Background: an optimization exercise with open tools, aiming at small area, a short achievable clock period and few clock cycles. Do not read the settings as production practice.
Function was checked by simulation only, so behaviour that the tests miss may differ from the original.
Power and IR drop assume default switching activity.

==> flow/design.v <==
module ALU(
    input [31:0] a,
    input [31:0] b,
    input sub,
    input selL,
    input f_and,
    input f_or,
    input f_xor,
    input f_nor,
    input f_slt,
    output [31:0] y
);
    wire [31:0] bx = b ^ {32{sub}};
    wire [31:0] sum = a + bx + {31'd0, sub};
    wire lt = (a[31] ^ b[31]) ? a[31] : sum[31];
    wire [31:0] lg = ({32{f_and}} & (a & b)) |
                     ({32{f_or}}  & (a | b)) |
                     ({32{f_xor}} & (a ^ b)) |
                     ({32{f_nor}} & ~(a | b));
    assign y[31:1] = selL ? lg[31:1] : sum[31:1];
    assign y[0] = f_slt ? lt : (selL ? lg[0] : sum[0]);
endmodule
module Registers(
    input clk,
    input rst,
    input [4:0] ra1,
    input [4:0] ra2,
    input en1,
    input en2,
    input [4:0] wa,
    input [31:0] wd,
    input we,
    output reg [31:0] rd1,
    output reg [31:0] rd2
);
    reg [31:0] regs [0:31];
    reg [31:0] valid;
    integer k;
    genvar i;
    generate
        for (i = 0; i < 32; i = i + 1) begin : row
            always @(posedge clk)
                if (we && wa == i)
                    regs[i] <= wd;
        end
    endgenerate
    always @(posedge clk, posedge rst)
        if (rst)
            valid <= 32'd0;
        else if (we)
            valid[wa] <= 1'b1;
    wire [3:0] h1 = 4'd1 << ra1[4:3];
    wire [7:0] l1 = 8'd1 << ra1[2:0];
    wire [3:0] h2 = 4'd1 << ra2[4:3];
    wire [7:0] l2 = 8'd1 << ra2[2:0];
    reg [31:0] g1 [0:3];
    reg [31:0] g2 [0:3];
    integer j;
    always @(*) begin
        for (j = 0; j < 4; j = j + 1) begin
            g1[j] = 32'd0; g2[j] = 32'd0;
            for (k = 0; k < 8; k = k + 1) begin
                g1[j] = g1[j] | ({32{l1[k] & valid[8*j+k]}} & regs[8*j+k]);
                g2[j] = g2[j] | ({32{l2[k] & valid[8*j+k]}} & regs[8*j+k]);
            end
        end
        rd1 = 32'd0; rd2 = 32'd0;
        for (j = 0; j < 4; j = j + 1) begin
            rd1 = rd1 | ({32{h1[j] & en1}} & g1[j]);
            rd2 = rd2 | ({32{h2[j] & en2}} & g2[j]);
        end
    end
endmodule
module CPU(
    input clk,
    input rst,
    output [7:0] mem_addr,
    output [31:0] mem_wdata,
    output mem_we,
    input [31:0] mem_rdata
);
    reg  [7:0] addr_q;    
    reg        data_q;    
    reg        dload_q;   
    reg  [4:0] lrd_d_q;   
    reg        lwb_q;     
    reg  [4:0] lrd_w_q;   
    reg        we_q;
    reg [31:0] wdata_q;
    reg  [5:0] nf_q;      
    reg        rv_q;      
    reg  [5:0] rpc_q;     
    reg        rpred_q;   
    reg        btb_v;
    reg  [5:0] btb_pc, btb_tgt;
    reg        e_v;
    reg        e_wr;      
    reg        e_lw, e_sw, e_br, e_bne;
    reg  [4:0] e_rd, e_rs, e_rt;
    reg        e_urs, e_urt;
    reg        e_sub, e_selL, e_and, e_or, e_xor, e_nor, e_slt;
    reg        e_fa, e_fb;    
    reg  [5:0] e_tgt;     
    reg  [5:0] e_btgt;    
    reg  [5:0] e_pc;
    reg        e_back;    
    reg        e_mis;     
    reg        e_ceq;     
    reg  [9:0] e_imm;     
    reg [31:0] e_a, e_b;
    reg        w_v;
    reg  [4:0] w_rd;
    reg [31:0] r_q;
    wire [31:0] ins = mem_rdata;
    wire [5:0] op = ins[31:26];
    wire [5:0] fn = ins[5:0];
    wire [4:0] rs = ins[25:21];
    wire [4:0] rt = ins[20:16];
    wire d_r   = op == 6'b000000;
    wire d_i   = ~op[5] & op[3];
    wire d_lw  = op == 6'b100011;
    wire d_sw  = op == 6'b101011;
    wire d_beq = op == 6'b000100;
    wire d_bne = op == 6'b000101;
    wire d_j   = op == 6'b000010;
    wire d_br  = d_beq | d_bne;
    wire d_wr  = d_r | d_i;
    wire d_urs = d_r | d_i | d_lw | d_sw | d_br;
    wire d_urt = d_r | d_sw | d_br;
    wire [4:0] d_rd = d_r ? ins[15:11] : rt;
    wire d_sub = d_r & (fn == 6'b100010 || fn == 6'b101010) | (op == 6'b001010);
    wire d_and = d_r & (fn == 6'b100100) | (op == 6'b001100);
    wire d_or  = d_r & (fn == 6'b100101) | (op == 6'b001101);
    wire d_xor = d_r & (fn == 6'b100110) | (op == 6'b001110);
    wire d_nor = d_r & (fn == 6'b100111);
    wire d_slt = d_r & (fn == 6'b101010) | (op == 6'b001010);
    wire d_selL = d_and | d_or | d_xor | d_nor | d_slt;
    wire [5:0] d_pc1 = rpc_q + 6'd1;
    wire [5:0] d_btgt = d_j ? ins[5:0] : d_pc1 + ins[5:0];
    wire d_back = d_br & ins[15] & ~rpred_q;
    wire d_pred = rpred_q | d_back;
    wire [5:0] d_tgt = d_pred ? d_pc1 : d_btgt;
    wire d_mis = d_br ? 1'b0 : (d_j ? ~d_pred : d_pred);
    wire d_ceq = d_bne ? d_pred : ~d_pred;
    wire [31:0] a = e_fa ? r_q : e_a;
    wire [31:0] b = e_fb ? r_q : e_b;
    wire [31:0] res;
    ALU alu (.a(a), .b(b), .sub(e_sub), .selL(e_selL), .f_and(e_and), .f_or(e_or),
             .f_xor(e_xor), .f_nor(e_nor), .f_slt(e_slt), .y(res));
    wire eq = a == b;
    wire [9:0] daddr = a[9:0] + e_imm;
    wire lhaz = dload_q & ((e_urs & (e_rs == lrd_d_q)) |
                           (e_urt & (e_rt == lrd_d_q)) |
                           (e_wr  & (e_rd == lrd_d_q)));
    wire hold = lwb_q | (e_v & lhaz);
    wire ex = e_v & ~hold;
    wire redirect = ex & (e_mis | (e_br & (eq == e_ceq)));
    wire [5:0] fa = addr_q[5:0];
    wire near = ~data_q & (e_tgt == fa);
    wire refetch = redirect & ~near;
    wire taken_back = ex & e_br & e_back & (eq ^ e_bne);
    wire memop = ex & (e_lw | e_sw);
    wire hit = btb_v & ~data_q & (fa == btb_pc);
    wire [5:0] seq = data_q ? nf_q : (hit ? btb_tgt : fa + 6'd1);
    wire d_redir = rv_q & d_back & ~hold & ~redirect;
    wire [5:0] resume = refetch ? e_tgt :
                        (rv_q & hold) ? rpc_q :
                        d_redir ? d_btgt : seq;
    assign mem_addr  = addr_q;
    assign mem_we    = we_q;
    assign mem_wdata = wdata_q;
    wire [31:0] rfa, rfb;
    wire byp_a = w_v & (w_rd == rs);
    wire byp_b = w_v & (w_rd == rt);
    wire en_a = ~hold & ~byp_a;
    wire en_b = ~hold & ~byp_b & ~d_i;
    wire fix_a = lwb_q & e_urs & (e_rs == lrd_w_q);
    wire fix_b = lwb_q & e_urt & (e_rt == lrd_w_q);
    wire [31:0] se = {{16{ins[15]}}, ins[15:0]};
    wire [31:0] oth_a = hold ? (fix_a ? mem_rdata : a) : r_q;
    wire [31:0] oth_b = hold ? (fix_b ? mem_rdata : b) : (d_i ? se : r_q);
    Registers rf (.clk(clk), .rst(rst), .ra1(rs), .ra2(rt), .en1(en_a), .en2(en_b),
                  .wa(w_rd), .wd(r_q), .we(w_v), .rd1(rfa), .rd2(rfb));
    wire [31:0] a_next = rfa | (oth_a & {32{~en_a}});
    wire [31:0] b_next = rfb | (oth_b & {32{~en_b}});
    always @(posedge clk, posedge rst) begin
        if (rst) begin
            addr_q  <= 8'd0;
            data_q  <= 1'b0;
            dload_q <= 1'b0;
            lwb_q   <= 1'b0;
            we_q    <= 1'b0;
            rv_q    <= 1'b0;
            e_v     <= 1'b0;
            w_v     <= 1'b0;
            btb_v   <= 1'b0;
        end else begin
            addr_q  <= memop ? daddr[9:2] : {2'b00, resume};
            data_q  <= memop;
            dload_q <= ex & e_lw;
            we_q    <= ex & e_sw;
            lwb_q   <= dload_q;
            rv_q    <= ~data_q & ~refetch & ~d_redir;
            w_v     <= lwb_q | (ex & e_wr);
            if (!hold)
                e_v <= rv_q & ~redirect;
            if (taken_back)
                btb_v <= 1'b1;
        end
    end
    always @(posedge clk) begin
        nf_q    <= resume;
        rpc_q   <= fa;
        rpred_q <= hit;
        lrd_d_q <= e_rd;
        lrd_w_q <= lrd_d_q;
        wdata_q <= b;
        r_q     <= lwb_q ? mem_rdata : res;
        w_rd    <= lwb_q ? lrd_w_q : e_rd;
        e_a     <= a_next;
        e_b     <= b_next;
        if (taken_back) begin
            btb_pc  <= e_pc;
            btb_tgt <= e_btgt;
        end
        if (hold) begin
            e_fa <= 1'b0;
            e_fb <= 1'b0;
        end else begin
            e_fa   <= e_v & e_wr & (e_rd == rs);
            e_fb   <= e_v & e_wr & (e_rd == rt) & ~d_i;
            e_imm  <= ins[9:0];
            e_rs   <= rs;
            e_rt   <= rt;
            e_rd   <= d_rd;
            e_urs  <= d_urs;
            e_urt  <= d_urt;
            e_wr   <= d_wr;
            e_lw   <= d_lw;
            e_sw   <= d_sw;
            e_br   <= d_br;
            e_bne  <= d_bne;
            e_sub  <= d_sub;
            e_selL <= d_selL;
            e_and  <= d_and;
            e_or   <= d_or;
            e_xor  <= d_xor;
            e_nor  <= d_nor;
            e_slt  <= d_slt;
            e_tgt  <= d_tgt;
            e_btgt <= d_btgt;
            e_pc   <= rpc_q;
            e_back <= ins[15];
            e_mis  <= d_mis;
            e_ceq  <= d_ceq;
        end
    end
endmodule
Settings: LEC_CHECK=0, CAP_MARGIN=20, CORE_MARGIN=2, CORE_UTILIZATION=50, CTS_BUF_LIST=sky130_fd_sc_hd__clkbuf_8, SLEW_MARGIN=20; clock period 12.0 ns.
standard.sh (not shown) runs the stock make flow with config.mk's settings and CLKGATE_MAP_FILE= SYNTH_SCRIPT=/design/flow/synth_recipe.tcl, a recipe that flattens the netlist after the stock synthesis.
==> flow/flow/run.sh <==
#!/bin/bash
# Standard ORFS layout, with the timing repair steps aiming for 8.5 ns of
# setup slack at the design's 12 ns clock (the design's constraints are
# unchanged; only how hard the repair works).
set -euo pipefail
bash standard.sh SETUP_SLACK_MARGIN=8.5 finish > standard_finish.log 2>&1
The first run completed with no timing, DRC or antenna violations.
Testbench counts at the start, summed over its fixed seeds: cycles 23,353.
Edit:
==> flow/flow/run.sh (replaced) <==
#!/bin/bash
# Standard ORFS layout, with the timing repair steps aiming for 7.5 ns of
# setup slack at the design's 12 ns clock (the design's constraints are
# unchanged; only how hard the repair works).
set -euo pipefail
bash standard.sh SETUP_SLACK_MARGIN=7.5 finish > standard_finish.log 2>&1
Effect: Area after synthesis does not change; design area goes down by 14%; clock power falls by about 5%; wire length decreases by about 15%; worst hold slack improves by 0.0065 ns; power went down by 10%; die area does not change; setup slack got worse by 0.32 ns; utilization came out lower by 9.0 points; global-route usage fell by 6.5 points; fmax is lower by 7.0%.
Edit:
==> flow/flow/run.sh (replaced) <==
#!/bin/bash
# Standard ORFS layout, with the timing repair steps aiming for 8 ns of
# setup slack at the design's 12 ns clock (the design's constraints are
# unchanged; only how hard the repair works).
set -euo pipefail
bash standard.sh SETUP_SLACK_MARGIN=8 finish > standard_finish.log 2>&1
--- a/flow/config.mk
+++ b/flow/config.mk
@@ -10,2 +10 @@
-export CORE_UTILIZATION = 50
-export CTS_BUF_LIST = sky130_fd_sc_hd__clkbuf_8
+export CORE_UTILIZATION = 30
Outcome: Sequential share of layout area is lower by 5.8 points. Register-to-register slack is better by 0.45 ns. Non-clock buffer count is higher by 221. Final area is higher by roughly a tenth. Fmax stays flat. Wire length is higher by about a fifth. Count of clock-buffer cells in the layout is lower by 47. Hold slack is worse by 0.0047 ns. Critical path depth is lower by 3. Global-route usage is lower by 13 points.
Edit:
--- a/flow/config.mk
+++ b/flow/config.mk
@@ -10 +10,2 @@
-export CORE_UTILIZATION = 30
+export CORE_UTILIZATION = 50
+export CTS_BUF_LIST = sky130_fd_sc_hd__clkbuf_8
The new run went through all stages and came out clean.
Register-to-register slack is better by 0.08 ns.
Final area is lower by 4.9%.
Synthesized cell count does not change.
Clock skew rose by 0.011 ns.
Global-route usage went up by 15 points.
Non-clock buffer count came out lower by 66.
Wire length drops by 4.6%.
Power fell by 3.9%.
Die area went down by 40%.
Hold slack got worse by 0.023 ns.
Setup slack is better by 0.24 ns.

what the ideal ports hide:
How much do the figures lean on ideal ports? The routed layouts below were timed once more, with nothing changed but the port constraints.
Step 1 sets driving cells, clkbuf_16 on the clock port and buf_2 on the other inputs (assumed; they add their load-dependent delay and slew).
Step 2 also shifts input and output timing later by t, the mid clock arrival at the registers, as if the neighbouring blocks saw the same clock.
Three values: ideal ports, drivers, drivers and shift; two values: the first two.
run | shift t [ns] | setup slack, ns | cell pins on the clock port's net
the first run | 1.033 | 7.723 / 7.734 / 6.701 | 1
the second run | 1.031 | 7.403 / 7.418 / 6.387 | 1
the third run | 0.893 | 7.399 / 7.452 / 6.560 | 1
the fourth run | 1.040 | 7.637 / 7.660 / 6.620 | 1
After both steps setup and hold are still met in every run listed. For the first run, which loses most, drivers alone change the setup slack by +0.011 ns; drivers and shift together by -1.022 ns.
